This is an optimization exercise on Yosys and OpenROAD, whose aim is small area and a short achievable clock period, not a production implementation. At most, simulation tests tie the RTL to the original design; equivalence was not proved. No activity file was given, so power comes from the tool's default toggle rates.

P:
## neuron
module neuron(
    input  logic clk,
    input  logic rst_n,
    input  logic signed [7:0] x,
    input  logic signed [7:0] w,
    input  logic signed [7:0] bias,
    output logic signed [17:0] y
);
  logic [7:0] x1;
  logic [3:0] bone, btwo, bneg;
  wire [8:0] we = {w, 1'b0};
  logic [3:0] one_d, two_d, neg_d;
  always_comb begin
    for (int i = 0; i < 4; i++) begin
      one_d[i] = we[2*i+1] ^ we[2*i];
      two_d[i] = (we[2*i+2] & ~we[2*i+1] & ~we[2*i]) | (~we[2*i+2] & we[2*i+1] & we[2*i]);
      neg_d[i] = we[2*i+2] & ~(we[2*i+1] & we[2*i]);
    end
  end
  always_ff @(posedge clk or negedge rst_n) begin
    if (!rst_n) begin
      x1 <= 8'd0; bone <= 4'd0; btwo <= 4'd0; bneg <= 4'd0;
    end else begin
      x1 <= x; bone <= one_d; btwo <= two_d; bneg <= neg_d;
    end
  end
  wire sel0_0 = (bone[0] & x1[0]);
  wire sel0_1 = (bone[0] & x1[1]) | (btwo[0] & x1[0]);
  wire sel0_2 = (bone[0] & x1[2]) | (btwo[0] & x1[1]);
  wire sel0_3 = (bone[0] & x1[3]) | (btwo[0] & x1[2]);
  ...
==> flow/config.mk <==
export PLATFORM = sky130hd
export DESIGN_NAME = neuron
export DESIGN_NICKNAME = neuron
export VERILOG_FILES = /design/flow/design.v
export SDC_FILE = /design/flow/constraint.sdc
export NUM_CORES = 4
export LEC_CHECK = 0
export CAP_MARGIN = 20
export CORE_MARGIN = 2
export CORE_UTILIZATION = 40
export SETUP_SLACK_MARGIN = 3.45
export SLEW_MARGIN = 20
==> flow/constraint.sdc <==
create_clock -name core_clock -period 6.0 [get_ports {clk}]
set_input_delay 1.2000 -clock core_clock [delete_from_list [all_inputs] [get_ports {clk}]]
set_output_delay 1.2000 -clock core_clock [all_outputs]
set_load 0.01 [all_outputs]
standard.sh (not shown) runs the stock make flow with config.mk's settings and CLKGATE_MAP_FILE= SYNTH_SCRIPT=/design/flow/synth_recipe.tcl, a recipe that flattens the netlist after the stock synthesis.
==> flow/flow/run.sh <==
#!/bin/bash
# Standard ORFS layout, except that the port buffers are the smallest
# plain buffer (buffer_ports picks a slow delay cell by default) and the
# clock tree uses fewer, larger sink clusters and no dummy loads.
# Each step's full output goes to a log file in the work folder.
set -euo pipefail
export BUFFER_PORTS_ARGS="-buffer_cell sky130_fd_sc_hd__buf_1"
export CTS_ARGS="-sink_clustering_enable -repair_clock_nets -sink_clustering_size 30 -sink_clustering_max_diameter 200 -buf_list {sky130_fd_sc_hd__clkbuf_4 sky130_fd_sc_hd__clkbuf_8} -dont_use_dummy_load"
bash standard.sh synth > synth.log 2>&1
bash standard.sh > layout.log 2>&1
What Q does differently from P at the input level:
-- flow/design.v --
<<< P, line 209
  wire [9:0] vd = {{9{vb7 & ~c8}}, vb7 ^ c8};        
  wire [9:0] vhi = {sh[8], sh} + vd;                 
  logic [16:0] r;
  wire keep = vld & ~vhi[9];
  always_ff @(posedge clk) r <= {vhi[8:0], vlo[7:0]} & {17{keep}};
  logic [16:0] r2, yr;
  always_ff @(posedge clk or negedge rst_n) begin
    if (!rst_n) begin r2 <= 17'd0; yr <= 17'd0; end
    else begin r2 <= r; yr <= r2; end
  end
  assign y = {1'b0, yr};
>>> Q, line 209
  wire [9:0] vd = {{9{vb7 & ~c8}}, vb7 ^ c8};        
  wire [9:0] vhi = {sh[8], sh} + vd;                 
  logic [17:0] v5;
  always_ff @(posedge clk) v5 <= {vhi, vlo[7:0]};
  logic vld2;
  always_ff @(posedge clk or negedge rst_n) begin
    if (!rst_n) vld2 <= 1'b0;
    else vld2 <= vld;
  end
  logic [16:0] r2;
  wire keep = vld2 & ~v5[17];
  always_ff @(posedge clk) r2 <= v5[16:0] & {17{keep}};
  logic [16:0] yr;
  always_ff @(posedge clk or negedge rst_n) begin
    if (!rst_n) yr <= 17'd0;
    else yr <= r2;
  end
  assign y = {1'b0, yr};
- Per the final summary, Q finished and its layout is clean on timing, DRC and antenna.
- In terms of global-route met2 utilization, Q and P differ only marginally.
- Q ended with more starting utilization of the core area than P.
- Per the comparison of Q with P, initial detailed-routing violation count shows an increase of 101, worst setup margin now larger.
- Floorplan check, Q vs P: die outline smaller in Q
- Any difference in final critical-path share of the clock period between P and Q is small enough to ignore.
- On total power consumption of the routed design: between P and Q, it ends up lower for Q.
For P, only the layout was checked, not whether the RTL still works.

Setup of wip/delta:
neuron with an RTL version that a note above also has.
For scale: about 140 flip-flops.
// neuron
module neuron(
    input  logic clk,
    input  logic rst_n,
    input  logic signed [7:0] x,
    input  logic signed [7:0] w,
    input  logic signed [7:0] bias,
    output logic signed [17:0] y
);
  logic [7:0] x1;
  logic [3:0] bone, btwo, bneg;
  wire [8:0] we = {w, 1'b0};
  logic [3:0] one_d, two_d, neg_d;
  always_comb begin
    for (int i = 0; i < 4; i++) begin
      one_d[i] = we[2*i+1] ^ we[2*i];
      two_d[i] = (we[2*i+2] & ~we[2*i+1] & ~we[2*i]) | (~we[2*i+2] & we[2*i+1] & we[2*i]);
      neg_d[i] = we[2*i+2] & ~(we[2*i+1] & we[2*i]);
    end
  end
  always_ff @(posedge clk or negedge rst_n) begin
    if (!rst_n) begin
      x1 <= 8'd0; bone <= 4'd0; btwo <= 4'd0; bneg <= 4'd0;
    end else begin
      x1 <= x; bone <= one_d; btwo <= two_d; bneg <= neg_d;
    end
  end
  wire sel0_0 = (bone[0] & x1[0]);
  wire sel0_1 = (bone[0] & x1[1]) | (btwo[0] & x1[0]);
  wire sel0_2 = (bone[0] & x1[2]) | (btwo[0] & x1[1]);
  wire sel0_3 = (bone[0] & x1[3]) | (btwo[0] & x1[2]);
  wire sel0_4 = (bone[0] & x1[4]) | (btwo[0] & x1[3]);
  wire sel0_5 = (bone[0] & x1[5]) | (btwo[0] & x1[4]);
  wire sel0_6 = (bone[0] & x1[6]) | (btwo[0] & x1[5]);
  wire sel0_7 = (bone[0] & x1[7]) | (btwo[0] & x1[6]);
  wire sel0_8 = (bone[0] & x1[7]) | (btwo[0] & x1[7]);
  wire pp0_0 = sel0_0 ^ bneg[0];
  wire pp0_1 = sel0_1 ^ bneg[0];
  wire pp0_2 = sel0_2 ^ bneg[0];
  ...
==> flow/config.mk <==
export PLATFORM = sky130hd
export DESIGN_NAME = neuron
export DESIGN_NICKNAME = neuron
export VERILOG_FILES = /design/flow/design.v
export SDC_FILE = /design/flow/constraint.sdc
export NUM_CORES = 4
export LEC_CHECK = 0
export ABC_AREA = 1
export CAP_MARGIN = 20
export CORE_MARGIN = 2
export CORE_UTILIZATION = 50
export SETUP_SLACK_MARGIN = 3.8
export SLEW_MARGIN = 20
==> flow/constraint.sdc <==
create_clock -name core_clock -period 6.0 [get_ports {clk}]
set_input_delay 1.2000 -clock core_clock [delete_from_list [all_inputs] [get_ports {clk}]]
set_output_delay 1.2000 -clock core_clock [all_outputs]
set_load 0.01 [all_outputs]
Scripts as last shown in full above: flow/flow/run.sh
### wip/delta -> wip/indigo
--- a/flow/design.v
+++ b/flow/design.v
@@ -8,29 +8,30 @@
 );
   logic [7:0] x1;
   logic [3:0] bone, btwo, bneg;
   wire [8:0] we = {w, 1'b0};
   logic [3:0] one_d, two_d, neg_d;
   always_comb begin
     for (int i = 0; i < 4; i++) begin
       one_d[i] = we[2*i+1] ^ we[2*i];
       two_d[i] = (we[2*i+2] & ~we[2*i+1] & ~we[2*i]) | (~we[2*i+2] & we[2*i+1] & we[2*i]);
       neg_d[i] = we[2*i+2] & ~(we[2*i+1] & we[2*i]);
     end
   end
+  always_ff @(posedge clk) x1 <= x;
   always_ff @(posedge clk or negedge rst_n) begin
     if (!rst_n) begin
-      x1 <= 8'd0; bone <= 4'd0; btwo <= 4'd0; bneg <= 4'd0;
+      bone <= 4'd0; btwo <= 4'd0; bneg <= 4'd0;
     end else begin
-      x1 <= x; bone <= one_d; btwo <= two_d; bneg <= neg_d;
+      bone <= one_d; btwo <= two_d; bneg <= neg_d;
     end
   end
   wire sel0_0 = (bone[0] & x1[0]);
   wire sel0_1 = (bone[0] & x1[1]) | (btwo[0] & x1[0]);
   wire sel0_2 = (bone[0] & x1[2]) | (btwo[0] & x1[1]);
   wire sel0_3 = (bone[0] & x1[3]) | (btwo[0] & x1[2]);
   wire sel0_4 = (bone[0] & x1[4]) | (btwo[0] & x1[3]);
   wire sel0_5 = (bone[0] & x1[5]) | (btwo[0] & x1[4]);
   wire sel0_6 = (bone[0] & x1[6]) | (btwo[0] & x1[5]);
   wire sel0_7 = (bone[0] & x1[7]) | (btwo[0] & x1[6]);
   wire sel0_8 = (bone[0] & x1[7]) | (btwo[0] & x1[7]);
   wire pp0_0 = sel0_0 ^ bneg[0];
Results
No stage failed in wip/indigo, and the final checks on the layout all came back clean. When wip/indigo is measured against wip/delta, its fmax turns out about 1.7% higher. Clock skew, wip/indigo and wip/delta: lower on wip/indigo. Taking wip/delta as the reference, in wip/indigo height of the chip decreased about 0.3%; area of the die shows a reduction of 84 um2; final critical-path required period decreased 0.035 ns; register share of the cell area has decreased; synthesized-area fraction occupied by xor and xnor cells essentially unchanged. From wip/delta to wip/indigo the numbers moved as follows: initial detailed-routing violation count has decreased, area taken by multi-input logic gates stayed essentially flat, number of nets in the layout rose by 6, part of the Yosys area used for sequential elements -0.33 points, post-route standard cell area excluding fillers neither gained nor lost much. Setup slack improves in wip/indigo relative to wip/delta. Critical path depth on wip/indigo is up relative to wip/delta.

Another version of the RTL of neuron (not shown whole).
Size: ~140 flip-flops, ~44 I/O pins.
==> flow/config.mk <==
export PLATFORM = sky130hd
export DESIGN_NAME = neuron
export DESIGN_NICKNAME = neuron
export VERILOG_FILES = /design/flow/design.v
export SDC_FILE = /design/flow/constraint.sdc
export NUM_CORES = 4
export LEC_CHECK = 0
export CAP_MARGIN = 20
export CORE_MARGIN = 2
export CORE_UTILIZATION = 40
export SETUP_SLACK_MARGIN = 3.6
export SLEW_MARGIN = 20
==> flow/constraint.sdc <==
create_clock -name core_clock -period 6.0 [get_ports {clk}]
set_input_delay 1.2000 -clock core_clock [delete_from_list [all_inputs] [get_ports {clk}]]
set_output_delay 1.2000 -clock core_clock [all_outputs]
set_load 0.01 [all_outputs]
Scripts as last shown in full above: flow/flow/run.sh
Edit:
--- a/flow/design.v
+++ b/flow/design.v
@@ -179,36 +179,36 @@
   logic [8:0] alo;
   logic [16:9] ahi;
   logic cy;
   wire [16:0] acc = {ahi, alo};
   wire [16:0] cs_s = acc ^ ps ^ pc;
   wire [16:0] cs_c = (acc & ps) | (acc & pc) | (ps & pc);
   wire [9:0] lo_d = {1'b0, cs_s[8:0]} + {1'b0, cs_c[7:0], 1'b0};
-  wire [7:0] hi_d = cs_s[16:9] + cs_c[15:8] + {7'd0, cy};
+  wire [8:0] hi_w = {cs_s[16:9], 1'b1} + {cs_c[15:8], cy};
+  wire [7:0] hi_d = hi_w[8:1];
   always_ff @(posedge clk or negedge rst_n) begin
     if (!rst_n) begin
       alo <= 9'd0; ahi <= 8'd0; cy <= 1'b0;
     end else begin
       alo <= lo_d[8:0]; ahi <= hi_d; cy <= lo_d[9];
     end
   end
   logic vld;
   always_ff @(posedge clk or negedge rst_n) begin
     if (!rst_n) vld <= 1'b0;
     else vld <= 1'b1;
   end
   logic [8:0] vlo, vh;
-  logic vcy, vb7;
+  logic vb7;
   always_ff @(posedge clk) begin
     vlo <= {1'b0, alo[7:0]} + {1'b0, bias};
-    vh  <= acc[16:8];
-    vcy <= cy;
+    vh  <= acc[16:8] + {7'd0, cy, 1'b0};              
     vb7 <= bias[7];
   end
-  wire [8:0] sh = vh + {7'd0, vcy, 1'b0};           
+  wire [8:0] sh = vh;
   wire c8 = vlo[8];
   wire [9:0] vd = {{9{vb7 & ~c8}}, vb7 ^ c8};        
   wire [9:0] vhi = {sh[8], sh} + vd;                 
   logic [16:0] r;
   wire keep = vld & ~vhi[9];
   always_ff @(posedge clk) r <= {vhi[8:0], vlo[7:0]} & {17{keep}};
   logic [16:0] r2, yr;
Effect: Synthesized cell count came out higher by 6.4%. Fmax came out higher by 2.5%. Combinational power came out lower by about 6%. Sequential cell count came out lower by 1. Wire length came out higher by 2.3%. Final area came out higher by 2.9%. Final cell count came out higher by 4.6%. Worst hold slack loses 0.011 ns. Power came out lower by 2.3%. Register-to-register slack gains 0.06 ns. Clock skew hardly moves. Global-route usage came out lower by 0.27 points.
For the second run of this note, only the layout was checked, not whether the RTL still works.

## before
RTL: one of the versions met above, not the one the previous note started from.
Size: roughly 140 flip-flops, roughly 44 I/O pins, ~0.0065 mm2 of cells after synthesis.
==> flow/config.mk <==
export PLATFORM = sky130hd
export DESIGN_NAME = neuron
export DESIGN_NICKNAME = neuron
export VERILOG_FILES = /design/flow/design.v
export SDC_FILE = /design/flow/constraint.sdc
export NUM_CORES = 4
export LEC_CHECK = 0
export CAP_MARGIN = 20
export CORE_MARGIN = 2
export CORE_UTILIZATION = 40
export SETUP_SLACK_MARGIN = 3.6
export SLEW_MARGIN = 20
==> flow/constraint.sdc <==
create_clock -name core_clock -period 6.0 [get_ports {clk}]
set_input_delay 1.2000 -clock core_clock [delete_from_list [all_inputs] [get_ports {clk}]]
set_output_delay 1.2000 -clock core_clock [all_outputs]
set_load 0.01 [all_outputs]
Scripts as last shown in full above: flow/flow/run.sh
The following lists how after was set up differently from before:
--- a/flow/design.v
+++ b/flow/design.v
@@ -173,55 +173,31 @@
     pc[10] <= fc16;
     pc[11] <= fc17;
     pc[12] <= fc18;
     pc[13] <= fc19;
     pc[14] <= fc20;
   end
-  logic [8:0] alo;
-  logic [16:9] ahi;
-  logic cy;
-  wire [16:0] acc = {ahi, alo};
+  logic [16:0] acc;
   wire [16:0] cs_s = acc ^ ps ^ pc;
   wire [16:0] cs_c = (acc & ps) | (acc & pc) | (ps & pc);
-  wire [9:0] lo_d = {1'b0, cs_s[8:0]} + {1'b0, cs_c[7:0], 1'b0};
-  wire [8:0] hi_w = {cs_s[16:9], 1'b1} + {cs_c[15:8], cy};
-  wire [7:0] hi_d = hi_w[8:1];
-  always_ff @(posedge clk or negedge rst_n) begin
-    if (!rst_n) begin
-      alo <= 9'd0; ahi <= 8'd0; cy <= 1'b0;
-    end else begin
-      alo <= lo_d[8:0]; ahi <= hi_d; cy <= lo_d[9];
-    end
+  wire [16:0] acc_d = cs_s + {cs_c[15:0], 1'b0};
+  always_ff @(posedge clk or negedge rst_n) begin
+    if (!rst_n) acc <= 17'd0;
+    else acc <= acc_d;
   end
   logic vld;
   always_ff @(posedge clk or negedge rst_n) begin
     if (!rst_n) vld <= 1'b0;
     else vld <= 1'b1;
   end
-  logic [8:0] vlo, vh;
-  logic vb7;
-  always_ff @(posedge clk) begin
-    vlo <= {1'b0, alo[7:0]} + {1'b0, bias};
-    vh  <= acc[16:8] + {7'd0, cy, 1'b0};              
-    vb7 <= bias[7];
-  end
-  wire [8:0] sh = vh;
-  wire c8 = vlo[8];
-  wire [9:0] vd = {{9{vb7 & ~c8}}, vb7 ^ c8};        
-  wire [9:0] vhi = {sh[8], sh} + vd;                 
-  logic [17:0] v5;
-  always_ff @(posedge clk) v5 <= {vhi, vlo[7:0]};
-  logic vld2;
-  always_ff @(posedge clk or negedge rst_n) begin
-    if (!rst_n) vld2 <= 1'b0;
-    else vld2 <= vld;
-  end
-  logic [16:0] r2;
-  wire keep = vld2 & ~v5[17];
-  always_ff @(posedge clk) r2 <= v5[16:0] & {17{keep}};
-  logic [16:0] yr;
-  always_ff @(posedge clk or negedge rst_n) begin
-    if (!rst_n) yr <= 17'd0;
-    else yr <= r2;
+  logic [17:0] v;
+  always_ff @(posedge clk) v <= {acc[16], acc} + {{10{bias[7]}}, bias};
+  logic [16:0] r;
+  wire keep = vld & ~v[17];
+  always_ff @(posedge clk) r <= v[16:0] & {17{keep}};
+  logic [16:0] r2, yr;
+  always_ff @(posedge clk or negedge rst_n) begin
+    if (!rst_n) begin r2 <= 17'd0; yr <= 17'd0; end
+    else begin r2 <= r; yr <= r2; end
   end
   assign y = {1'b0, yr};
 endmodule
--- outcome ---
Cmp after and before / final critical-path required period / higher: after. In the reports for after and before, the larger met1 usage belongs to after. Setup slack: after less than before. after packs its core tighter than before. after gives more critical path depth than before did. after ended with every stage complete and zero timing, DRC or antenna violations. Summary of after over before: area after synthesis held, register area share after synthesis went down 0.16 points. [compare] base=before new=after: sequential standard cell area saw little to no change; power saw an increase. For the wire length of the first global-routing pass, after came in about 11% higher than before did. Hold slack for after is higher than for before. [compare] base=before new=after: final net count has increased, non-clock buffer count has increased, detailed-route via count has increased.
Function not checked in after: the RTL went through the layout flow alone.

-- static timing again, ports no longer ideal --
How much do the figures lean on ideal ports? The routed layouts below were timed once more, with nothing changed but the port constraints. Step 1 sets driving cells, clkbuf_16 on the clock port and buf_2 on the other inputs (assumed; they add their load-dependent delay and slew). Step 2, shift: input delay + t, output delay - t, t = (earliest + latest rising clock arrival at the registers) / 2. This alone moves slack from input paths to output paths. Three values: ideal ports, drivers, drivers and shift; two values: the first two.
run	t, ns	setup WS [ns]	worst setup path at the end
P	0.453	3.555 / 3.555 / 3.281	input to register
Q	0.461	3.563 / 3.575 / 3.114	input to register
wip/delta	0.459	3.861 / 3.828 / 3.636	input to register
wip/indigo	0.452	3.896 / 3.865 / 3.635	input to register
the first run of note 3	0.454	3.505 / 3.505 / 3.229	input to register
the second run of note 3	0.456	3.566 / 3.566 / 3.372	input to register
before	0.450	3.623 / 3.631 / 3.186	input to register
after	0.460	3.530 / 3.524 / 3.064	input to register
After both steps every run listed still meets setup and hold. For after, which loses most, drivers alone change the setup slack by -0.006 ns; drivers and shift together by -0.466 ns.
